What follows belongs to an exercise in optimizing a design on an open flow for small area; a production flow would make more cautious choices.
RTL that was checked went through simulation tests only; none was proved equivalent to the original.
No functional check of the RTL was part of runs 1 to 4.
Power is estimated from default activity; no workload was simulated.

==> flow/run.sh <==
#!/bin/bash
# synth_recipe.tcl (not shown) runs the flow's synth.tcl, then flattens the netlist and writes it again
# the make line also repeats each setting of config.mk as NAME=value (left out here)
make -C /OpenROAD-flow-scripts/flow DESIGN_CONFIG=/design/flow/config.mk WORK_HOME=/design/flow/orfs CLKGATE_MAP_FILE= SYNTH_SCRIPT=/design/flow/synth_recipe.tcl finish
==> flow/config.mk <==
export PLATFORM = sky130hd
export DESIGN_NAME = rs232_interface_top
export DESIGN_NICKNAME = rs232_interface_top
export VERILOG_FILES = /design/flow/design.v
export SDC_FILE = /design/flow/constraint.sdc
export NUM_CORES = 4
export LEC_CHECK = 0
export CAP_MARGIN = 20
export CORE_MARGIN = 2
export CORE_UTILIZATION = 70
export CTS_BUF_LIST = sky130_fd_sc_hd__clkbuf_4
export PLACE_DENSITY = 0.8
export SLEW_MARGIN = 20
==> flow/constraint.sdc <==
create_clock -name core_clock -period 20.0 [get_ports {CLOCK_50}]
set_input_delay 4.0000 -clock core_clock [delete_from_list [all_inputs] [get_ports {CLOCK_50}]]
set_output_delay 4.0000 -clock core_clock [all_outputs]
set_load 0.01 [all_outputs]
==> flow/design.v <==
module clkdiv(CLK, RST, CLK_DIV, CNT);
	parameter W = 5;
	parameter TAP = 2;            
	parameter [W-1:0] LAST = 0;
	input CLK;
	input RST;
	output CLK_DIV;
	output [W-1:0] CNT;
	reg [W-1:0] state;
	assign CLK_DIV = (state == LAST);
	always @(posedge CLK)
	begin
		if(RST || CLK_DIV)
			state <= {W{1'b1}};
		else
			state <= {state[W-2:0], state[W-1] ^ state[TAP]};
	end
	assign CNT = state;
endmodule
module uart_tx(CLK, RST, TX_START, TX_DATA, TX_BUSY, TX_PIN, DIV_PULSE, DIV_CNT);
	input CLK;
	input RST;
	input TX_START;
	input[7:0] TX_DATA;
	output TX_PIN;
	output TX_BUSY;
	output DIV_PULSE;
	output [8:0] DIV_CNT;
	reg[3:0] state;
	wire tx_ready = (state == 0);
	assign TX_BUSY = ~tx_ready;
	wire uart_clk;
	clkdiv #(.W(9), .TAP(4), .LAST(9'h093)) uart_div(.CLK(CLK), .RST(RST), .CLK_DIV(uart_clk), .CNT(DIV_CNT));
	assign DIV_PULSE = uart_clk;
	always @(posedge CLK) begin
		if(RST)
			state <= 0;
		else if(tx_ready && TX_START)
			state <= 4'b0110;
		else if(uart_clk && !tx_ready)
			state <= state + 1'b1;
	end
	assign TX_PIN = tx_ready | (state == 4'b0110) | (state[3] & TX_DATA[state[2:0]]);
endmodule
module uart_rx(CLK, RST, RX_DATA, RX_RECV, RX_PIN, TXDIV_PULSE, TXDIV_CNT);
	input CLK;
	input RST;
	input RX_PIN;
	input TXDIV_PULSE;
	input [8:0] TXDIV_CNT;
	output reg[7:0] RX_DATA;
	output reg RX_RECV;
	wire tick;
	reg[3:0] state;
	reg[2:0] filter;
	reg rx_filtered;
	reg[3:0] oversample_cnt;
	reg[7:0] together;
	wire[4:0] tick_cnt;
	reg started;
	wire sample = tick && (oversample_cnt == 4'd15);
	clkdiv #(.W(5), .TAP(2), .LAST(5'h19)) oversample_div(.CLK(CLK), .RST(RST), .CLK_DIV(tick), .CNT(tick_cnt));
	always @(posedge CLK)
	begin
		if(RST) begin
			filter <= 0;
			rx_filtered <= 0;
		end else if(tick) begin
			if(RX_PIN && filter != 3'b111)
				filter <= filter + 3'b1;
			else if(!RX_PIN && filter != 3'b000)
				filter <= filter - 3'b1;
			if(filter == 3'b111)
				rx_filtered <= 1;
			else if(filter == 3'b000)
				rx_filtered <= 0;
		end
	end
	always @(posedge CLK)
		if(tick)
			oversample_cnt <= state == 0 ? 4'd8 : oversample_cnt + 4'd1;
	always @(posedge CLK)
	begin
		if(RST) begin
			together <= 0;
			started <= 0;
		end else begin
			if(tick && TXDIV_PULSE)
				together <= together + 1'b1;
			if(together == 8'd164 && tick_cnt == 5'h14 && TXDIV_CNT == 9'h18e)
				started <= 1;
		end
	end
	always @(posedge CLK)
	begin
		if(RST)
			state <= 0;
		else if(!started)
			state <= state;
		else if(state == 0) begin
			if(!rx_filtered)
				state <= 1;
		end else if(sample)
			state <= (state == 4'd10) ? 4'd0 : state + 4'd1;
	end
	always @(posedge CLK)
		if(sample && state >= 4'd2 && state <= 4'd9)
			RX_DATA <= {rx_filtered, RX_DATA[7:1]};
	always @(posedge CLK)
		RX_RECV <= !RST && sample && state == 4'd10 && rx_filtered;
endmodule
module hex_num(HPIN, VAL);
	output[6:0] HPIN;
	input[3:0] VAL;
	localparam[15:0] SEG0 = 16'b0000_0011_1010_1101;  
	localparam[15:0] SEG1 = 16'b0000_0011_1001_1111;  
	localparam[15:0] SEG2 = 16'b0000_0011_1111_1011;  
	localparam[15:0] SEG3 = 16'b0000_0011_0110_1101;  
	localparam[15:0] SEG4 = 16'b0000_0001_0100_0101;  
	localparam[15:0] SEG5 = 16'b0000_0011_0111_0001;  
	localparam[15:0] SEG6 = 16'b0000_0111_0111_1100;  
	assign HPIN = ~{SEG6[VAL], SEG5[VAL], SEG4[VAL], SEG3[VAL], SEG2[VAL], SEG1[VAL], SEG0[VAL]};
endmodule
module rs232_interface_top(CLOCK_50, RST, UART_TXD, UART_RXD, LEDG,LEDR, KEY, SW, HEX0, HEX1, HEX2, HEX3, HEX4, HEX5, HEX6, HEX7);
	localparam PKTST_START = 0;
	localparam PKTST_CMD   = 1;
	localparam PKTST_LEN   = 2;
	localparam PKTST_DATA  = 3;
	localparam RC_OTHER = 0;
	localparam RC_LEDG  = 1;
	localparam RC_LEDR  = 2;
	localparam RC_HEX   = 3;
	localparam DEPTH = 7;
	input CLOCK_50;
	input RST;
	output UART_TXD;
	input UART_RXD;
	output[7:0] LEDG;
	output[17:0] LEDR;
	input [4:0] KEY;
	input [17:0] SW;
	output[6:0] HEX0;
	output[6:0] HEX1;
	output[6:0] HEX2;
	output[6:0] HEX3;
	output[6:0] HEX4;
	output[6:0] HEX5;
	output[6:0] HEX6;
	output[6:0] HEX7;
	reg[7:0] tx_out;
	wire tx_busy;
	reg tx_start;
	wire[7:0] rx_in;
	wire rx_recv;
	wire txdiv_pulse;
	wire[8:0] txdiv_cnt;
	reg sending;
	reg[4:0] last_key;
	reg[17:0] last_sw;
	reg[7:0] ledg_vals;
	reg[17:0] ledr_vals;
	reg[31:0] hex_vals;
	reg send_sw;           
	reg[2:0] send_idx;     
	reg[7:0] recv_buf[0:DEPTH-1];
	reg[2:0] recv_cnt;
	reg[1:0] recv_state;
	reg[1:0] recv_cur_cmd;
	reg[7:0] recv_left;    
	reg[9:0] recv_cur_data;
	uart_tx tx(.CLK(CLOCK_50), .RST(RST), .TX_START(tx_start), .TX_DATA(tx_out), .TX_BUSY(tx_busy), .TX_PIN(UART_TXD),
		.DIV_PULSE(txdiv_pulse), .DIV_CNT(txdiv_cnt));
	uart_rx rx(.CLK(CLOCK_50), .RST(RST), .RX_DATA(rx_in), .RX_RECV(rx_recv), .RX_PIN(UART_RXD),
		.TXDIV_PULSE(txdiv_pulse), .TXDIV_CNT(txdiv_cnt));
	hex_num h0(HEX0, hex_vals[3:0]);
	hex_num h1(HEX1, hex_vals[7:4]);
	hex_num h2(HEX2, hex_vals[11:8]);
	hex_num h3(HEX3, hex_vals[15:12]);
	hex_num h4(HEX4, hex_vals[19:16]);
	hex_num h5(HEX5, hex_vals[23:20]);
	hex_num h6(HEX6, hex_vals[27:24]);
	hex_num h7(HEX7, hex_vals[31:28]);
	assign LEDG = ledg_vals;
	assign LEDR = ledr_vals;
	wire recv_pop = !sending && (recv_cnt != 0);
	wire[7:0] recv_byte = recv_buf[recv_cnt - 3'd1];
	wire[17:0] data_nxt = {recv_cur_data, recv_byte};
	integer i;
	always @(posedge CLOCK_50)
		if(rx_recv) begin
			recv_buf[0] <= rx_in;
			for(i = 1; i < DEPTH; i = i + 1)
				recv_buf[i] <= recv_buf[i-1];
		end
	reg[7:0] send_byte;
	always @(*)
		case(send_idx)
			3'd0: send_byte = 8'hff;
			3'd1: send_byte = {7'b0, send_sw};
			3'd2: send_byte = {6'b0, send_sw, 1'b1};
			3'd3: send_byte = send_sw ? last_sw[7:0] : {3'b111, ~last_key};
			3'd4: send_byte = last_sw[15:8];
			default: send_byte = {6'b0, last_sw[17:16]};
		endcase
	wire send_last = send_sw ? (send_idx == 3'd5) : (send_idx == 3'd3);
	wire send_step = sending && !tx_busy && !tx_start;
	always @(posedge CLOCK_50)
		if(send_step)
			tx_out <= send_byte;
	always @(posedge CLOCK_50)
	begin
		if(RST) begin
			tx_start <= 0;
			sending <= 0;
			last_key <= 0;
			last_sw <= 0;
			send_idx <= 0;
			recv_cnt <= 0;
			recv_state <= PKTST_START;
			recv_cur_data <= 0;
			ledg_vals <= 0;
			ledr_vals <= 0;
			hex_vals <= 0;
		end else begin
			tx_start <= send_step;
			recv_cnt <= recv_cnt + rx_recv - recv_pop;
			if(!sending) begin
				if(recv_cnt != 0) begin
					case(recv_state)
					PKTST_START:
						if(recv_byte == 8'hff)
							recv_state <= PKTST_CMD;
					PKTST_CMD: begin
						recv_state <= PKTST_LEN;
					end
					PKTST_LEN: begin
						recv_state <= PKTST_DATA;
					end
					PKTST_DATA:
						if(recv_left[7:1] == 0) begin
							recv_state <= PKTST_START;
							recv_cur_data <= 0;
							case(recv_cur_cmd)
							RC_LEDG: ledg_vals <= recv_byte;
							RC_LEDR: ledr_vals <= data_nxt;
							RC_HEX:
								if(recv_cur_data[7:3] == 0)
									case(recv_cur_data[2:0])
									0: hex_vals[3:0] <= recv_byte[3:0];
									1: hex_vals[7:4] <= recv_byte[3:0];
									2: hex_vals[11:8] <= recv_byte[3:0];
									3: hex_vals[15:12] <= recv_byte[3:0];
									4: hex_vals[19:16] <= recv_byte[3:0];
									5: hex_vals[23:20] <= recv_byte[3:0];
									6: hex_vals[27:24] <= recv_byte[3:0];
									7: hex_vals[31:28] <= recv_byte[3:0];
									endcase
							endcase
						end else
							recv_cur_data <= data_nxt[9:0];
					endcase
				end else if(last_key != KEY) begin
					sending <= 1;
					last_key <= KEY;
				end else if(last_sw != SW) begin
					sending <= 1;
					last_sw <= SW;
				end
			end else if(send_step) begin
				send_idx <= send_idx + 1'b1;
				if(send_last) begin
					send_idx <= 0;
					sending <= 0;
				end
			end
		end
	end
	always @(posedge CLOCK_50)
	begin
		if(!sending && recv_cnt == 0 && last_key != KEY)
			send_sw <= 0;
		else if(!sending && recv_cnt == 0 && last_sw != SW)
			send_sw <= 1;
		if(recv_pop && recv_state == PKTST_CMD)
			recv_cur_cmd <= (recv_byte == 8'd2) ? RC_LEDG :
			                (recv_byte == 8'd3) ? RC_LEDR :
			                (recv_byte == 8'd4) ? RC_HEX : RC_OTHER;
		if(recv_pop && recv_state == PKTST_LEN)
			recv_left <= recv_byte;
		else if(recv_pop && recv_state == PKTST_DATA)
			recv_left <= recv_left - 1'b1;
	end
endmodule
==> results of run 1 <==
-- final timing paths --
kind	from	endpoint	slack (ps)
max	tx.state[0]	UART_TXD	13480
min	rx.RX_DATA[0]	recv_buf[0][0]	420
max reg2reg	recv_cnt[1]	ledr_vals[15]	16920
min reg2reg	rx.RX_DATA[0]	recv_buf[0][0]	420
-- critical path: cells and delay by family (launching register included) --
kind,cells,cell delay [ps]
fa+ha+maj,1,250
simple gates,1,140
compound gates,2,340
buf+inv,2,630
flops,1,490
-- report_power, final --
part,switching [mW],total (mW),internal (mW)
Clock,0.184,0.378,0.194
Combinational,0.161,0.251,0.0896
Sequential,0.0234,0.522,0.498
Total,0.368,1.15,0.782
-- state kept, by name, indices dropped and copies added (netlist names), 2 cells and up --
register	count
recv_buf	56
hex_vals	32
last_sw	18
ledr_vals	18
recv_cur_data	10
tx.uart_div.state	9
ledg_vals	8
recv_left	8
rx.RX_DATA	8
rx.together	8
tx_out	8
last_key	5
rx.oversample_div.state	5
rx.oversample_cnt	4
rx.state	4
tx.state	4
recv_cnt	3
rx.filter	3
send_idx	3
recv_cur_cmd	2
recv_state	2
-- through the flow --
step                      hold WS, ps  power [mW]  setup WS [ps]
after floorplan                   400       0.717          14740
after global placement            412       0.770          13920
after detailed placement          407       0.778          13860
after CTS                         419        1.15          13440
after global routing              442        1.20          13310
final                             420        1.15          13480
-- cells by family after synthesis --
group	Yosys count	share of synthesized area, %
multiplexers	50	4.74
AO/OA/AOI/OAI	258	13.1
AND/OR/NAND/NOR	420	18.8
XOR/XNOR	50	3.95
flip-flops	224	48.2
adder cells (fa/ha/maj)	60	6.91
buffers and inverters	100	4.29
-- final cells by class --
type / count / area, um^2 / share of cell area, %
Clock inverter: 11 / 50.0 / 0.388
Inverter: 45 / 169 / 1.31
Sequential cell: 224 / 5350 / 41.5
Timing Repair Buffer: 115 / 1130 / 8.78
Tap cell: 216 / 270 / 2.10
Multi-Input combinational cell: 838 / 5270 / 40.9
Antenna cell: 1 / 2.50 / 0.0194
Clock buffer: 86 / 646 / 5.01
-- routing by layer --
layer	up-vias	track usage (%)
li1	4314	-
met1	4096	36.9
met2	242	49.0
met3	51	5.17
met4	0	10.2
met5	-	0
-- placed cells by master (no fill, tap or decap), types with 6 or more instances in the layout --
cell,instances
a21boi_0,13
xor2_1,30
clkdlybuf4s50_1,107
nor2b_1,6
nand3b_1,6
nand2_1,129
clkbuf_4,86
dfxtp_1,137
clkinv_1,7
ha_1,58
nand4_1,8
inv_1,45
o21ai_0,104
nor2_1,130
a21oi_1,99
buf_4,8
or2_2,11
mux2i_1,48
nor4_1,8
nand2b_1,27
xnor2_1,20
edfxtp_1,86
nor3_1,18
or3_1,7
nand3_1,35
a22oi_1,6
==> out/results.ini, run 1 <==
[clock_tree]
clk_latency_ps=680
cts_buffer_depth=3
cts_buffers=55
cts_setup_buffers=0
cts_tree=done
cts_resized=0
cts_root_buffer=clkbuf_4
cts_hold_buf=0
cts.sinks=224
cts_htree_levels=2
path_clk_slew_ps=70

[route]
drc_errors=0
wl_met1_mm=10.3
vias=8703
via_per_inst=5.67
routed.top_layer=met4
routed_wl_mm=24.1
drt_iter0_drc=545
wl_met2_mm=12.0
wl_met3_mm=1.27
firstDrtPassIters=7
post_drt_wl_per_cell_um=15.7
antenna_left=0

[worst_hold_path]
hold_class=flop to flop
hold_path_depth=0

[yosys]
seq_area_frac_synth_pct=48.2
yosys-top-cells-count=dfxtp_1, nor2_1, nand2_1
ys_top_cells_by_area=dfxtp_1, edfxtp_1, ha_1
synth_cells=1162
synth-edff-count=86
async_flop_share_pct=0
synth-seq-cells=224
post-synth-top-area-cell=dfxtp_1
syn_area_per_cell_um2=9.54
syn_nets=1248
yosys.cell_count.top_type=dfxtp_1
yosys_warnings=6
synth.top_cell.area_share_pct=24.9
synth_area_um2=11100
synth_cell_types=62
synthFlopType=dfxtp_1

[floorplan]
core_area_um2=15700
fp.dieW_um=130
ios=109
std_cell_rows=46
die_y_um=130
start_util_pct=70.8
design.die.area_um2=16900

[sta]
setup_viol=0
fin_skew_ps=39.5
finalSetupTns_ps=0
tightestPinTransition_ps=1060
max-slew-margin-rel_pct=28.9
maxSlewViolCount=0
period_share_pct=32.6
fmax_mhz=153
rsz0062_at_grt=false
layout_min_cycle_time_ps=6520
finalHoldViolCount=0

[setup_path]
worstPathMaxFanout=6
endpoint_kind=output pin
start_kind=flop
r2r_cells=6
critPathKind=flop to output pin
required_ps=16000
path_cells=inv_1 > ha_1 > nor2b_1 > a211oi_1 > a31oi_1 > clkdlybuf4s50_1
crit_slowest_cell=clkdlybuf4s50_1
cp.arrival_ps=2520
cpPeakStageDelay_ps=500

[place]
place_hpwl_mm=16.0
place_inst=1438
gp_congestion=0.879
placed_cell_area_um2=12200
port_buffers=108

[global_route]
grt_max_degree=90
grt_pass1_vias=8073
grt.total_usage_pct=28.7
antenna_found_initial=1
grt_overflow=0
grt_pass1_wl_mm=38.9

[status]
status=no timing/DRC/antenna violations

[pwr]
power_density_nw_per_um2=89.3
leakagePower_nw=4.73
vdd_drop_max_v=0.0000806

[cells_and_area]
fin_util_pct=82.3
drive_gt1_share_pct=9.70
n_fill_cell=1079
finalNonFillerCells=1536
design_area_um2=12900
nets=1365
syn_to_final_growth_pct=16.2

[flow_run]
cap_violations=0

==> run 2, diff against run 1 <==
--- a/flow/config.mk
+++ b/flow/config.mk
@@ -7,7 +7,5 @@
 export LEC_CHECK = 0
 export CAP_MARGIN = 20
 export CORE_MARGIN = 2
-export CORE_UTILIZATION = 70
-export CTS_BUF_LIST = sky130_fd_sc_hd__clkbuf_4
-export PLACE_DENSITY = 0.8
+export CORE_UTILIZATION = 40
 export SLEW_MARGIN = 20
==> out/results.ini, run 2 <==
[global_route]
grt.met2_usage_pct=27.9  ; -21 points
met1_usage_pct=23.5  ; -13 points
grt_pass1_wl_mm=40.7  ; +4.6%
antenna_found_initial=0  ; -1
grt.busiest_layer=met2
met3_usage_pct=2.41  ; -2.8 points
grt.total_usage_pct=16.8  ; -12 points
grt_max_degree=96  ; +6.7%
grt_overflow=0  ; unchanged
grt_pass1_vias=8114  ; +0.51%

[yosys]
synth_cell_types=62  ; unchanged
synthFlopType=dfxtp_1
seq_area_frac_synth_pct=48.2  ; unchanged
syn_nets=1248  ; unchanged
synth_area_um2=11100  ; unchanged
ys_top_cells_by_area=dfxtp_1, edfxtp_1, ha_1
async_flop_share_pct=0  ; unchanged
yosys.cell_count.top_type=dfxtp_1
synth_cells=1162  ; unchanged
synth.top_cell.area_share_pct=24.9  ; unchanged
synth-seq-cells=224  ; unchanged
synth-edff-count=86  ; unchanged
syn_area_per_cell_um2=9.54  ; unchanged
yosys_warnings=6  ; unchanged
post-synth-top-area-cell=dfxtp_1
yosys-top-cells-count=dfxtp_1, nor2_1, nand2_1

[cells_and_area]
drive_gt1_share_pct=6.77  ; -2.9 points
syn_to_final_growth_pct=19.8
top_register=recv_buf
final_cell_mix=dfxtp_1, nor2_1, nand2_1
largest_reg_flops=56  ; unchanged
nets=1337  ; -2.1%
reg_top3=recv_buf (56), hex_vals (32)
antenna_cells=0  ; -1
final_common_cell=dfxtp_1

[route]
drt_iter0_drc=602  ; +10%
routed_wl_mm=24.3  ; +0.46%
post_drt_wl_per_cell_um=14.8  ; -6.0%
antenna_left=0  ; unchanged
via_per_inst=5.11  ; -9.8%
drc_errors=0  ; unchanged
firstDrtPassIters=5  ; -2
vias=8396  ; -3.5%

[clock_tree]
cts_root_buffer=clkbuf_16
cts.sinks=224  ; unchanged
cts_htree_levels=1  ; -1
clk_latency_ps=530  ; -150 ps
cts_buffers=25  ; -55%
path_clk_slew_ps=60  ; about the same
cts_setup_buffers=0  ; unchanged
cts_hold_buf=0  ; unchanged
cts_tree=done
cts_resized=0  ; unchanged
cts_buffer_depth=3  ; unchanged

[setup_path]
worst-path-buf-inv=2  ; unchanged
cpPeakStageDelay_ps=510  ; about the same
start_kind=flop
endpoint_kind=output pin
critPathKind=flop to output pin
critPathTopFamily=buffers and inverters
worstPathMaxFanout=6  ; unchanged
crit_slowest_cell=clkdlybuf4s50_1
path_cells=inv_1 > ha_1 > nor2b_1 > a211oi_1 > a31oi_1 > clkdlybuf4s50_1
cp.arrival_ps=2360  ; -160 ps
required_ps=16000  ; about the same

[pwr]
power_density_nw_per_um2=94.7  ; +6.0%
vdd_drop_max_v=0.0000686  ; -15%
leakagePower_nw=4.77  ; +0.85%

[sta]
layout_min_cycle_time_ps=6360  ; -165 ps
period_share_pct=31.8  ; -0.83 points
setup_viol=0  ; unchanged
holdWs_ps=424  ; +4.20 ps
maxSlewViolCount=0  ; unchanged
fmax_mhz=157  ; +2.6%
max-slew-margin-rel_pct=30.5  ; +1.7 points
rsz0062_at_grt=false
finalHoldViolCount=0  ; unchanged
finalSetupTns_ps=0  ; unchanged
tightestPinTransition_ps=1030  ; -32.4 ps
fin_skew_ps=10.7  ; -28.7 ps

[floorplan]
ios=109  ; unchanged
fp.dieW_um=170  ; +31%
design.die.area_um2=29100  ; +72%
core_area_um2=27100  ; +73%
start_util_pct=40.9  ; -30 points
std_cell_rows=60  ; +30%
die_y_um=170  ; +31%

[flow_run]
cap_violations=0  ; unchanged

[place]
gp_congestion=0.795  ; -9.5%
port_buffers=108  ; unchanged
place_hpwl_mm=16.2  ; +1.4%

[worst_hold_path]
hold_class=flop to flop

[status]
status=no timing/DRC/antenna violations

-- run 2: cell count changes in the layout (fill, tap and decap cells not counted), moves of 5 or more --
cell / before / now
clkbuf_16: 0 / 28
clkbuf_4: 86 / 0
clkbuf_8: 0 / 5
clkinv_1: 7 / 1
clkinv_2: 1 / 6
-- run 2: stage by stage --
step,power (mW),cell area (um^2),setup slack (ps),instances,utilization (%)
floorplan,0.717,11100,14740,1162,-
global placement,0.787,12400,13370,1596,45.8
detailed placement,0.790,12400,13470,1596,45.8
CTS,1.27,13300,13620,1642,49.0
global route,1.32,13300,13480,1642,49.0
finish,1.26,13300,13640,1642,49.0
-- run 2: cell families (layout without fill, tap and decap cells) --
| family | after synthesis | in the layout | share of synthesized area [%] |
|---|---|---|---|
| fa+ha+maj | 60 | 60 | 6.91 |
| compound gates | 258 | 258 | 13.1 |
| simple gates | 420 | 420 | 18.8 |
| mux | 50 | 50 | 4.74 |
| xor+xnor | 50 | 50 | 3.95 |
| buf+inv | 100 | 208 | 4.29 |
| flops | 224 | 224 | 48.2 |
-- run 2: power by group --
group          internal, mW  switching (mW)
clock                 0.287           0.191
combinational        0.0927           0.167
sequential            0.499          0.0222
total                 0.878           0.380
-- run 2: metal layers --
metal  wire length, um  share of wire, %  vias up
met5                 0                 0        -
met4               391               1.6        0
met3              1160               4.8       34
met2             11100                46      181
met1             11600                48     3939
li1                  -                 -     4242
-- run 2: worst paths after layout --
kind / startpoint / endpoint / slack [ps] / cells after the start
max: tx.state[0] / UART_TXD / 13640 / 6
min: rx.RX_DATA[0] / recv_buf[0][0] / 420 / 0
max reg2reg: recv_cnt[1] / ledr_vals[13] / 16980 / 6
min reg2reg: rx.RX_DATA[0] / recv_buf[0][0] / 420 / 0
-- run 2: layout make-up --
class                   instances  area, um^2
clock buffers                  33         769
multi-input cells             838        5270
flip-flops and latches        224        5350
fillers                      2535       13800
repair buffers                117        1150
clock inverters                13         115
inverters                      45         169
well taps                     372         465
==> run 3, diff against run 2 <==
==> flow/flow/run.sh (new file) <==
#!/bin/bash
# The standard layout (standard.sh, unchanged synthesis, floorplan, power grid and
# tap cells), with two placement/CTS choices passed as ORFS variables:
#  - port buffers are buf_1 cells (buffer_ports -buffer_cell), the smallest buffer;
#  - the clock tree uses clkbuf_4 cells, larger sink clusters and no dummy loads.
set -euo pipefail
export BUFFER_PORTS_ARGS="-buffer_cell sky130_fd_sc_hd__buf_1"
export CTS_ARGS="-sink_clustering_enable -repair_clock_nets -buf_list sky130_fd_sc_hd__clkbuf_8 -sink_clustering_size 16 -sink_clustering_max_diameter 40 -dont_use_dummy_load"
bash standard.sh > standard_flow.log 2>&1
==> flow/standard.sh (new file) <==
#!/bin/bash
# synth_recipe.tcl (not shown) runs the flow's synth.tcl, then flattens the netlist and writes it again
# the make line also repeats each setting of config.mk as NAME=value (left out here)
make -C /OpenROAD-flow-scripts/flow DESIGN_CONFIG=/design/flow/config.mk WORK_HOME=/design/flow/orfs CLKGATE_MAP_FILE= SYNTH_SCRIPT=/design/flow/synth_recipe.tcl "${@:-finish}"
--- a/flow/config.mk
+++ b/flow/config.mk
@@ -7,5 +7,6 @@
 export LEC_CHECK = 0
 export CAP_MARGIN = 20
 export CORE_MARGIN = 2
-export CORE_UTILIZATION = 40
+export CORE_UTILIZATION = 70
+export PLACE_DENSITY = 0.8
 export SLEW_MARGIN = 20
removed: flow/run.sh
==> out/results.ini, run 3 <==
[cells_and_area]
largest_reg_flops=56  ; unchanged
final_common_cell=dfxtp_1
nets=1338  ; +0.075%
final_cell_mix=dfxtp_1, nor2_1, nand2_1
top_register=recv_buf
syn_to_final_growth_pct=7.32
drive_gt1_share_pct=5.28  ; -1.5 points
reg_top3=recv_buf (56), hex_vals (32)
antenna_cells=0  ; unchanged

[sta]
layout_min_cycle_time_ps=6020  ; -339 ps
tightestPinTransition_ps=1120  ; +88.2 ps
maxSlewViolCount=0  ; unchanged
rsz0062_at_grt=false
period_share_pct=30.1  ; -1.7 points
fmax_mhz=166  ; +5.6%
setup_viol=0  ; unchanged
layout_setup_ws_ps=13980  ; +339 ps
max-slew-margin-rel_pct=25.4  ; -5.2 points
fin_skew_ps=99.0  ; +88.3 ps
finalSetupTns_ps=0  ; unchanged
finalHoldViolCount=0  ; unchanged

[status]
status=no timing/DRC/antenna violations

[yosys]
syn_nets=1248  ; unchanged
synth-edff-count=86  ; unchanged
yosys_warnings=6  ; unchanged
synth-seq-cells=224  ; unchanged
yosys-top-cells-count=dfxtp_1, nor2_1, nand2_1
seq_area_frac_synth_pct=48.2  ; unchanged
synth_cell_types=62  ; unchanged
post-synth-top-area-cell=dfxtp_1
syn_area_per_cell_um2=9.54  ; unchanged
synth_cells=1162  ; unchanged
synth.top_cell.area_share_pct=24.9  ; unchanged
synth_area_um2=11100  ; unchanged
async_flop_share_pct=0  ; unchanged
ys_top_cells_by_area=dfxtp_1, edfxtp_1, ha_1
yosys.cell_count.top_type=dfxtp_1
synthFlopType=dfxtp_1

[clock_tree]
path_clk_slew_ps=60  ; about the same
cts.sinks=224  ; unchanged
cts_resized=0  ; unchanged
cts_buffers=28  ; +12%
cts_hold_buf=0  ; unchanged
cts_root_buffer=clkbuf_8
cts_tree=done
clk_latency_ps=580  ; +50 ps
cts_setup_buffers=0  ; unchanged
cts_htree_levels=1  ; unchanged
cts_buffer_depth=3  ; unchanged

[pwr]
p_sw_uw=327  ; -14%
p_clk_share_pct=25.9  ; -12 points
vdd_drop_max_v=0.0000867  ; +26%
swShare_pct=31.6  ; +1.4 points
combPwrFrac_pct=23.6  ; +3.0 points
seq_power_share_pct=50.5  ; +9.1 points
cellInternalPower_uw=708  ; -19%
power_density_nw_per_um2=86.9  ; -8.2%
leakagePower_nw=4.26  ; -11%

[setup_path]
required_ps=16000  ; about the same
critPathKind=flop to output pin
start_kind=flop
worstPathMaxFanout=6  ; unchanged
cp.arrival_ps=2020  ; -340 ps
endpoint_kind=output pin

[floorplan]
ios=109  ; unchanged
design.die.area_um2=16900  ; -42%
start_util_pct=70.8  ; +30 points
std_cell_rows=46  ; -23%
die_y_um=130  ; -24%
fp.dieW_um=130  ; -24%
core_area_um2=15700  ; -42%

[global_route]
grt_max_degree=113  ; +18%
grt_pass1_vias=7500  ; -7.6%
antenna_found_initial=0  ; unchanged
grt.total_usage_pct=26.3  ; +9.5 points
grt_pass1_wl_mm=36.2  ; -11%
grt_overflow=0  ; unchanged

[flow_run]
cap_violations=0  ; unchanged

[place]
port_buffers=108  ; unchanged
gp_congestion=0.836  ; +5.2%
place_hpwl_mm=15.2  ; -6.3%
place_ws_ps=14300  ; +832 ps

[route]
post_drt_wl_per_cell_um=15.4  ; +3.9%
routed_wl_mm=22.5  ; -7.2%
drt_iter0_drc=522  ; -13%
via_per_inst=5.75  ; +13%
firstDrtPassIters=5  ; unchanged
vias=8436  ; +0.48%
antenna_left=0  ; unchanged
drc_errors=0  ; unchanged

[worst_hold_path]
hold_class=flop to flop

==> run 3: kinds of logic (layout without fill, tap and decap cells) <==
| group | after synthesis | count (layout) | share of synthesized area (%) |
|---|---|---|---|
| flip-flops | 224 | 224 | 48.2 |
| AO/OA/AOI/OAI | 258 | 258 | 13.1 |
| AND/OR/NAND/NOR | 420 | 420 | 18.8 |
| multiplexers | 50 | 50 | 4.74 |
| XOR/XNOR | 50 | 50 | 3.95 |
| buffers and inverters | 100 | 188 | 4.29 |
| adder cells (fa/ha/maj) | 60 | 60 | 6.91 |
==> run 3: power by group through the flow <==
| stage | Sequential, mW | Clock, mW | Combinational [mW] |
|---|---|---|---|
| after floorplan | 0.519 | 0 | 0.198 |
| after global placement | 0.531 | 0 | 0.238 |
| after detailed placement | 0.532 | 0 | 0.242 |
| after CTS | 0.522 | 0.272 | 0.244 |
| after global routing | 0.525 | 0.290 | 0.270 |
| final | 0.522 | 0.268 | 0.244 |
==> run 3: metal layers <==
metal  GRT usage [%]  share of wire, %  vias up
met5               0                 0        -
met4            7.84               2.6        0
met3            3.61               5.1       54
met2            42.7                47      241
met1            37.3                45     3931
li1                -                 -     4210
==> run 3: critical path, stage by stage, from the launching register on <==
cell and delay (ps):
dfxtp_1 470, inv_1 130, ha_1 250, nor2b_1 140, a211oi_1 220, a31oi_1 90
buf_1 150
==> run 3: final timing paths <==
path              cells past startpoint           start  slack, ps              to
setup reg to reg                      6     recv_cnt[1]      16960   ledr_vals[16]
hold / removal                        0  recv_buf[4][2]        430  recv_buf[5][2]
hold reg to reg                       0  recv_buf[4][2]        430  recv_buf[5][2]
setup / recovery                      6     tx.state[0]      13980        UART_TXD
==> run 3: stage by stage <==
| step | total power [mW] | cell area (um^2) | utilization (%) | hold slack, ps | std cells |
|---|---|---|---|---|---|
| 2_1_floorplan | 0.717 | 11100 | - | 400 | 1162 |
| 3_3_place_gp | 0.769 | 11500 | 73.6 | 411 | 1438 |
| 3_5_place_dp | 0.774 | 11500 | 73.6 | 417 | 1438 |
| 4_1_cts | 1.04 | 11900 | 76.0 | 427 | 1466 |
| 5_1_grt | 1.09 | 11900 | 76.0 | 455 | 1466 |
| 6_report | 1.03 | 11900 | 76.0 | 432 | 1466 |
==> run 3: final cells by class <==
class                           count  area (um^2)
Timing Repair Buffer              115          462
Inverter                           45          169
Tap cell                          216          270
Fill cell                        1175         3750
Sequential cell                   224         5350
Clock buffer                       28          385
Multi-Input combinational cell    838         5270
==> run 4, diff against run 3 <==
--- a/flow/flow/run.sh
+++ b/flow/flow/run.sh
@@ -5,5 +5,5 @@
 #  - the clock tree uses clkbuf_4 cells, larger sink clusters and no dummy loads.
 set -euo pipefail
 export BUFFER_PORTS_ARGS="-buffer_cell sky130_fd_sc_hd__buf_1"
-export CTS_ARGS="-sink_clustering_enable -repair_clock_nets -buf_list sky130_fd_sc_hd__clkbuf_8 -sink_clustering_size 16 -sink_clustering_max_diameter 40 -dont_use_dummy_load"
+export CTS_ARGS="-sink_clustering_enable -repair_clock_nets -buf_list sky130_fd_sc_hd__clkbuf_4 -sink_clustering_size 10 -sink_clustering_max_diameter 30 -dont_use_dummy_load"
 bash standard.sh > standard_flow.log 2>&1
==> out/results.ini, run 4 <==
[route]
vias=8502  ; +0.78%
firstDrtPassIters=7  ; +2
antenna_left=0  ; unchanged
routed_wl_mm=22.5  ; -0.12%
via_per_inst=5.75  ; about the same
drc_errors=0  ; unchanged
post_drt_wl_per_cell_um=15.2  ; -0.94%
drt_iter0_drc=510  ; -2.3%

[clock_tree]
cts_buffers=39  ; +39%
cts_setup_buffers=0  ; unchanged
cts_htree_levels=2  ; +1
cts_buffer_depth=3  ; unchanged
cts_root_buffer=clkbuf_4
cts_hold_buf=0  ; unchanged
clk_latency_ps=630  ; +50 ps
path_clk_slew_ps=80  ; +20 ps
cts_resized=0  ; unchanged
cts.sinks=224  ; unchanged
cts_tree=done

[global_route]
grt_pass1_wl_mm=36.3  ; about the same
met3_usage_pct=4.18  ; +0.57 points
grt.busiest_layer=met2
met1_usage_pct=36.5  ; -0.83 points
grt.met2_usage_pct=43.3  ; +0.68 points
grt_pass1_vias=7564  ; +0.85%
grt_overflow=0  ; unchanged
grt_max_degree=113  ; unchanged
antenna_found_initial=1  ; +1
grt.total_usage_pct=26.5  ; +0.18 points

[yosys]
synth_cell_types=62  ; unchanged
yosys.cell_count.top_type=dfxtp_1
syn_nets=1248  ; unchanged
synth_cells=1162  ; unchanged
yosys-top-cells-count=dfxtp_1, nor2_1, nand2_1
synth-edff-count=86  ; unchanged
ys_top_cells_by_area=dfxtp_1, edfxtp_1, ha_1
seq_area_frac_synth_pct=48.2  ; unchanged
synthFlopType=dfxtp_1
synth.top_cell.area_share_pct=24.9  ; unchanged
synth_area_um2=11100  ; unchanged
synth-seq-cells=224  ; unchanged
async_flop_share_pct=0  ; unchanged
syn_area_per_cell_um2=9.54  ; unchanged
post-synth-top-area-cell=dfxtp_1
yosys_warnings=6  ; unchanged

[worst_hold_path]
hold_path_depth=0  ; unchanged
hold_class=flop to flop

[sta]
fin_skew_ps=79.3  ; -19.7 ps
setup_viol=0  ; unchanged
layout_min_cycle_time_ps=6060  ; +39.8 ps
finalHoldViolCount=0  ; unchanged
tightestPinTransition_ps=1120  ; +2.09 ps
max-slew-margin-rel_pct=25.0  ; -0.37 points
fmax_mhz=165  ; -0.66%
period_share_pct=30.3  ; +0.20 points
finalSetupTns_ps=0  ; unchanged
maxSlewViolCount=0  ; unchanged
rsz0062_at_grt=false

[setup_path]
path_cells=inv_1 > ha_1 > nor2b_1 > a211oi_1 > a31oi_1 > buf_1
cp.depth=6  ; unchanged
worst-path-buf-inv=2  ; unchanged
worstPathMaxFanout=6  ; unchanged
critPathKind=flop to output pin
critPathTopFamily=flip-flops
crit_slowest_cell=dfxtp_1
cp.arrival_ps=2060  ; +40 ps
required_ps=16000  ; about the same
start_kind=flop
endpoint_kind=output pin
r2r_cells=5  ; -1
cpPeakStageDelay_ps=480  ; about the same

[pwr]
p_sw_uw=325  ; -0.58%
combPwrFrac_pct=24.6  ; +1.0 points
vdd_drop_max_v=0.0000764  ; -12%
cellInternalPower_uw=673  ; -4.8%
power_density_nw_per_um2=84.5  ; -2.7%
swShare_pct=32.5  ; +0.95 points
p_clk_share_pct=23.1  ; -2.8 points
leakagePower_nw=4.23  ; -0.51%
p_total_uw=998  ; -3.5%
seq_power_share_pct=52.3  ; +1.8 points

[floorplan]
die_y_um=130  ; unchanged
core_area_um2=15700  ; unchanged
design.die.area_um2=16900  ; unchanged
std_cell_rows=46  ; unchanged
start_util_pct=70.8  ; unchanged
ios=109  ; unchanged
fp.dieW_um=130  ; unchanged

[cells_and_area]
largest_reg_flops=56  ; unchanged
final_cell_mix=dfxtp_1, nor2_1, nand2_1
multi_input_area_um2=5270  ; unchanged
drive_gt1_share_pct=6.11  ; +0.83 points
n_fill_cell=1196  ; +1.8%
nets=1349  ; +0.82%
reg_top3=recv_buf (56), hex_vals (32)
final-seq-area_um2=5350  ; unchanged
final_common_cell=dfxtp_1
top_register=recv_buf
syn_to_final_growth_pct=6.51

[place]
port_buffers=108  ; unchanged
place_hpwl_mm=15.2  ; unchanged
gp_congestion=0.836  ; unchanged

[flow_run]
cap_violations=0  ; unchanged

[status]
status=no timing/DRC/antenna violations

## run 4: cell type report
class	count	area share, %
antenna	1	0.0212
timing repair buffer	115	3.91
multi-input combinational	838	44.6
sequential	224	45.3
tap	216	2.29
clock buffer	39	2.48
inverter	45	1.43
## run 4: final timing paths
check / endpoint / start / slack, ps
worst min register to register: recv_buf[4][3] / recv_buf[3][3] / 400
worst max register to register: ledr_vals[7] / recv_cnt[1] / 16920
worst min-delay path: recv_buf[4][3] / recv_buf[3][3] / 400
worst max-delay path: UART_TXD / tx.state[0] / 13940
## run 4: cells by family after synthesis
kind of cell	after synthesis	synth area share, %
XOR/XNOR	50	3.95
AND/OR/NAND/NOR	420	18.8
AO/OA/AOI/OAI	258	13.1
adder cells (fa/ha/maj)	60	6.91
buffers and inverters	100	4.29
multiplexers	50	4.74
flip-flops	224	48.2
## run 4: per-stage QoR
| step | utilization [%] | instances | hold WS (ps) | instance area (um^2) | setup WS [ps] |
|---|---|---|---|---|---|
| 2_1_floorplan | - | 1162 | 400 | 11100 | 14740 |
| 3_3_place_gp | 73.6 | 1438 | 411 | 11500 | 14360 |
| 3_5_place_dp | 73.6 | 1438 | 417 | 11500 | 14300 |
| 4_1_cts | 75.4 | 1477 | 410 | 11800 | 13890 |
| 5_1_grt | 75.4 | 1478 | 410 | 11800 | 13770 |
| 6_report | 75.4 | 1478 | 404 | 11800 | 13940 |
## run 4: power by group through the flow
stage / Sequential, mW / Combinational (mW) / Clock [mW]
floorplan: 0.519 / 0.198 / 0
global placement: 0.531 / 0.238 / 0
detailed placement: 0.532 / 0.242 / 0
CTS: 0.521 / 0.244 / 0.237
global route: 0.525 / 0.271 / 0.256
finish: 0.522 / 0.246 / 0.230
## run 4: metal layers
metal | share of wire [%] | vias up
met5 | 0 | -
li1 | - | 4254
met2 | 48 | 232
met1 | 45 | 3978
met3 | 5.4 | 38
met4 | 2.1 | 0
==> run 5, diff against run 4 <==
--- a/flow/design.v
+++ b/flow/design.v
@@ -1,21 +1,22 @@
 module clkdiv(CLK, RST, CLK_DIV, CNT);
-	parameter W = 5;
-	parameter TAP = 2;            
-	parameter [W-1:0] LAST = 0;
+	parameter divider = 1;
+	parameter W = 1;
 	input CLK;
 	input RST;
 	output CLK_DIV;
 	output [W-1:0] CNT;
-	reg [W-1:0] state;
-	assign CLK_DIV = (state == LAST);
-	always @(posedge CLK)
-	begin
-		if(RST || CLK_DIV)
-			state <= {W{1'b1}};
+	reg [W-1:0] counter;
+	always @(posedge CLK)
+	begin
+		if(RST)
+			counter <= 0;
+		else if(counter == 0)
+			counter <= divider;
 		else
-			state <= {state[W-2:0], state[W-1] ^ state[TAP]};
-	end
-	assign CNT = state;
+			counter <= counter - 1'b1;
+	end
+	assign CNT = counter;
+	assign CLK_DIV = (counter == 1);
 endmodule
 module uart_tx(CLK, RST, TX_START, TX_DATA, TX_BUSY, TX_PIN, DIV_PULSE, DIV_CNT);
 	input CLK;
@@ -30,7 +31,7 @@
 	wire tx_ready = (state == 0);
 	assign TX_BUSY = ~tx_ready;
 	wire uart_clk;
-	clkdiv #(.W(9), .TAP(4), .LAST(9'h093)) uart_div(.CLK(CLK), .RST(RST), .CLK_DIV(uart_clk), .CNT(DIV_CNT));
+	clkdiv #(.divider(434), .W(9)) uart_div(.CLK(CLK), .RST(RST), .CLK_DIV(uart_clk), .CNT(DIV_CNT));
 	assign DIV_PULSE = uart_clk;
 	always @(posedge CLK) begin
 		if(RST)
@@ -55,11 +56,10 @@
 	reg[2:0] filter;
 	reg rx_filtered;
 	reg[3:0] oversample_cnt;
-	reg[7:0] together;
-	wire[4:0] tick_cnt;
+	reg[12:0] pulses;
 	reg started;
 	wire sample = tick && (oversample_cnt == 4'd15);
-	clkdiv #(.W(5), .TAP(2), .LAST(5'h19)) oversample_div(.CLK(CLK), .RST(RST), .CLK_DIV(tick), .CNT(tick_cnt));
+	clkdiv #(.divider(27), .W(5)) oversample_div(.CLK(CLK), .RST(RST), .CLK_DIV(tick), .CNT());
 	always @(posedge CLK)
 	begin
 		if(RST) begin
@@ -82,12 +82,12 @@
 	always @(posedge CLK)
 	begin
 		if(RST) begin
-			together <= 0;
+			pulses <= 0;
 			started <= 0;
 		end else begin
-			if(tick && TXDIV_PULSE)
-				together <= together + 1'b1;
-			if(together == 8'd164 && tick_cnt == 5'h14 && TXDIV_CNT == 9'h18e)
+			if(TXDIV_PULSE)
+				pulses <= pulses + 1'b1;
+			if(pulses == 13'd4597 && TXDIV_CNT == 9'd131)
 				started <= 1;
 		end
 	end
==> flow/run.sh (new file) <==
#!/bin/bash
# synth_recipe.tcl (not shown) runs the flow's synth.tcl, then flattens the netlist and writes it again
# the make line also repeats each setting of config.mk as NAME=value (left out here)
make -C /OpenROAD-flow-scripts/flow DESIGN_CONFIG=/design/flow/config.mk WORK_HOME=/design/flow/orfs CLKGATE_MAP_FILE= SYNTH_SCRIPT=/design/flow/synth_recipe.tcl finish
--- a/flow/config.mk
+++ b/flow/config.mk
@@ -7,6 +7,5 @@
 export LEC_CHECK = 0
 export CAP_MARGIN = 20
 export CORE_MARGIN = 2
-export CORE_UTILIZATION = 70
-export PLACE_DENSITY = 0.8
+export CORE_UTILIZATION = 40
 export SLEW_MARGIN = 20
removed: flow/flow/run.sh
removed: flow/standard.sh
==> out/results.ini, run 5 <==
[worst_hold_path]
hold_start=rx.RX_DATA[0]
hold_class=flop to flop

[floorplan]
fp.dieW_um=173  ; +33%
start_util_pct=40.9  ; -30 points
core_area_um2=28000  ; +79%
die_y_um=173  ; +33%
design.die.area_um2=30000  ; +78%
std_cell_rows=61  ; +33%
ios=109  ; unchanged

[route]
vias=8457  ; -0.53%
routed_wl_mm=24.3  ; +8.3%
drt_iter0_drc=586  ; +15%
drc_errors=0  ; unchanged
via_per_inst=5.08  ; -12%
antenna_left=0  ; unchanged
post_drt_wl_per_cell_um=14.6  ; -3.9%
firstDrtPassIters=5  ; -2

[global_route]
grt_pass1_wl_mm=40.6  ; +12%
antenna_found_initial=0  ; -1
grt_max_degree=74  ; -35%
grt.total_usage_pct=16.0  ; -10 points
grt_overflow=0  ; unchanged
grt_pass1_vias=8069  ; +6.7%

[setup_path]
cpPeakStageDelay_ps=530  ; +50 ps
critPathKind=flop to output pin
critPathTopFamily=multiplexers
cp_common_cell=nand2_1
crit_slowest_cell=mux4_2
path_cells=mux4_2 > nand2_1 > nand2_1 > nand2_1 > o211ai_1 > clkdlybuf4s50_1
required_ps=16000  ; about the same
start_kind=flop
worstPathMaxFanout=6  ; unchanged
cp.arrival_ps=2350  ; +290 ps
endpoint_kind=output pin
crit_start=tx.state[0]
worst-path-buf-inv=1  ; -1
r2r-start=recv_cnt[2]

[cells_and_area]
final_common_cell=nor2_1
antenna_cells=0  ; -1
largest_reg_flops=56  ; unchanged
top_register=recv_buf
syn_to_final_growth_pct=19.1
reg_top3=recv_buf (56), hex_vals (32)
final_cell_mix=nor2_1, dfxtp_1, nand2_1
nets=1359  ; +0.74%
drive_gt1_share_pct=5.91  ; -0.20 points

[yosys]
async_flop_share_pct=0  ; unchanged
synthMuxAreaShare_pct=7.74  ; +3.0 points
synthFlopType=dfxtp_1
synth_cells=1176  ; +1.2%
synth_xor_area_share_pct=4.58  ; +0.63 points
synth-adder-area-share_pct=7.23  ; +0.32 points
synth_top_family_by_area=simple AND/OR/NAND/NOR gates
synth-edff-count=86  ; unchanged
synth-seq-cells=229  ; +2.2%
yosys.area_share.simple_pct=17.8  ; -1.0 points
synth_compound_area_share_pct=11.0  ; -2.1 points
yosys-top-cells-count=nor2_1, dfxtp_1, nand2_1
synth_area_um2=11500  ; +3.4%
yosys_warnings=6  ; unchanged
ys_top_cells_by_area=dfxtp_1, edfxtp_1, ha_1
synth.top_cell.area_share_pct=25.0  ; +0.057 points
syn_area_per_cell_um2=9.75  ; +2.2%
syn_nets=1267  ; +1.5%
yosys.cell_count.top_type=nor2_1
seq_area_frac_synth_pct=47.5  ; -0.71 points
synth_cell_types=77  ; +24%
post-synth-top-area-cell=dfxtp_1

[sta]
finalSetupTns_ps=0  ; unchanged
tightestPinTransition_ps=943  ; -178 ps
rsz0062_at_grt=false
layout_setup_ws_ps=13650  ; -289 ps
layout_min_cycle_time_ps=6350  ; +289 ps
period_share_pct=31.7  ; +1.4 points
setup_viol=0  ; unchanged
max-slew-margin-rel_pct=36.8  ; +12 points
finalHoldViolCount=0  ; unchanged
fmax_mhz=158  ; -4.6%
maxSlewViolCount=0  ; unchanged
fin_skew_ps=8.99  ; -70.3 ps

[pwr]
p_total_mw=1.36  ; +36%
vdd_drop_max_v=0.0000745  ; -2.6%
leakagePower_nw=5.26  ; +24%
power_density_nw_per_um2=99.8  ; +18%

[place]
place_ws_ps=13920  ; -389 ps
port_buffers=108  ; unchanged
gp_congestion=0.794  ; -5.1%
place_hpwl_mm=17.0  ; +12%

[clock_tree]
cts_root_buffer=clkbuf_16
cts_htree_levels=1  ; -1
cts_hold_buf=0  ; unchanged
clk_latency_ps=510  ; -120 ps
cts_buffers=25  ; -36%
cts_resized=0  ; unchanged
cts.sinks=229  ; +2.2%
cts_setup_buffers=0  ; unchanged
cts_tree=done
path_clk_slew_ps=60  ; -20 ps
cts_buffer_depth=3  ; unchanged

[flow_run]
cap_violations=0  ; unchanged

[status]
status=no timing/DRC/antenna violations

-- run 5: cell types whose count changed after synthesis, moves of 8 or more --
cell,before,now
a21oi_1,99,70
nand2_1,129,120
mux2i_1,48,74
xor2_1,30,38
nor2_1,130,151
or2_2,11,1
o21ai_0,104,71
inv_1,45,53
-- run 5: cell families after synthesis --
logic type,Yosys count
AND/OR/NAND/NOR,424
flip-flops,229
AO/OA/AOI/OAI,208
buffers and inverters,107
multiplexers,83
adder cells (fa/ha/maj),65
XOR/XNOR,60
-- run 5: power by group --
group	internal, mW	switching (mW)
sequential	0.529	0.0490
combinational	0.129	0.191
clock	0.286	0.179
-- run 5: final timing paths --
check / end / slack (ps) / depth (start not counted)
max: UART_TXD / 13650 / 6
min: recv_buf[0][0] / 420 / 0
max reg2reg: recv_cnt[2] / 16840 / 11
min reg2reg: recv_buf[0][0] / 420 / 0
-- run 5: layout make-up --
| type | count | area (um^2) |
|---|---|---|
| clock buffers | 34 | 669 |
| clock inverters | 12 | 163 |
| repair buffers | 119 | 1160 |
| multi-input cells | 840 | 5540 |
| well taps | 378 | 473 |
| inverters | 53 | 199 |
| fillers | 2609 | 14400 |
| flip-flops and latches | 229 | 5450 |
-- run 5: stage by stage --
step | cell area, um^2 | hold slack (ps) | util (%) | std cells
after floorplan | 11500 | 400 | - | 1176
after global placement | 12800 | 421 | 45.8 | 1619
after detailed placement | 12800 | 409 | 45.8 | 1619
after CTS | 13700 | 423 | 48.7 | 1665
after global routing | 13700 | 451 | 48.7 | 1665
final | 13700 | 421 | 48.7 | 1665
-- run 5: layer usage --
metal | track usage, % | vias to the layer above | part of all wire (%)
li1 | - | 4284 | -
met1 | 22.2 | 4028 | 49
met2 | 26.9 | 110 | 46
met3 | 1.97 | 35 | 2.6
met4 | 3.53 | 0 | 2.0
met5 | 0 | - | 0

-- re-timing with driven ports --
The results above use ideal ports. As a check the final layouts listed here were re-extracted and re-timed, cells and wires unchanged. Step 1, drivers: a clkbuf_16 drives CLOCK_50 and a buf_2 each remaining input, both assumed. Step 2 also shifts input and output timing later by t, the mid clock arrival at the registers, as if the neighbouring blocks saw the same clock. Three values: no drivers, after step 1, after step 2; two values: the first two.
run	t, ns	setup WS [ns]	worst setup path at the end	clock arrival spread, ns
run 1	0.704	13.478 / 13.436 / 13.809	input to register	0.045 / 0.045
run 2	0.571	13.643 / 13.597 / 13.395	input to register	0.011 / 0.011
run 3	0.577	13.982 / 13.938 / 14.270	input to register	0.100 / 0.100
run 4	0.623	13.942 / 13.906 / 14.264	input to register	0.081 / 0.081
run 5	0.550	13.653 / 13.607 / 13.931	input to register	0.009 / 0.010
After both steps setup and hold are still met in every run listed. The setup slack of run 2, which loses most, moves by -0.046 ns with the drivers and by -0.248 ns with both steps.
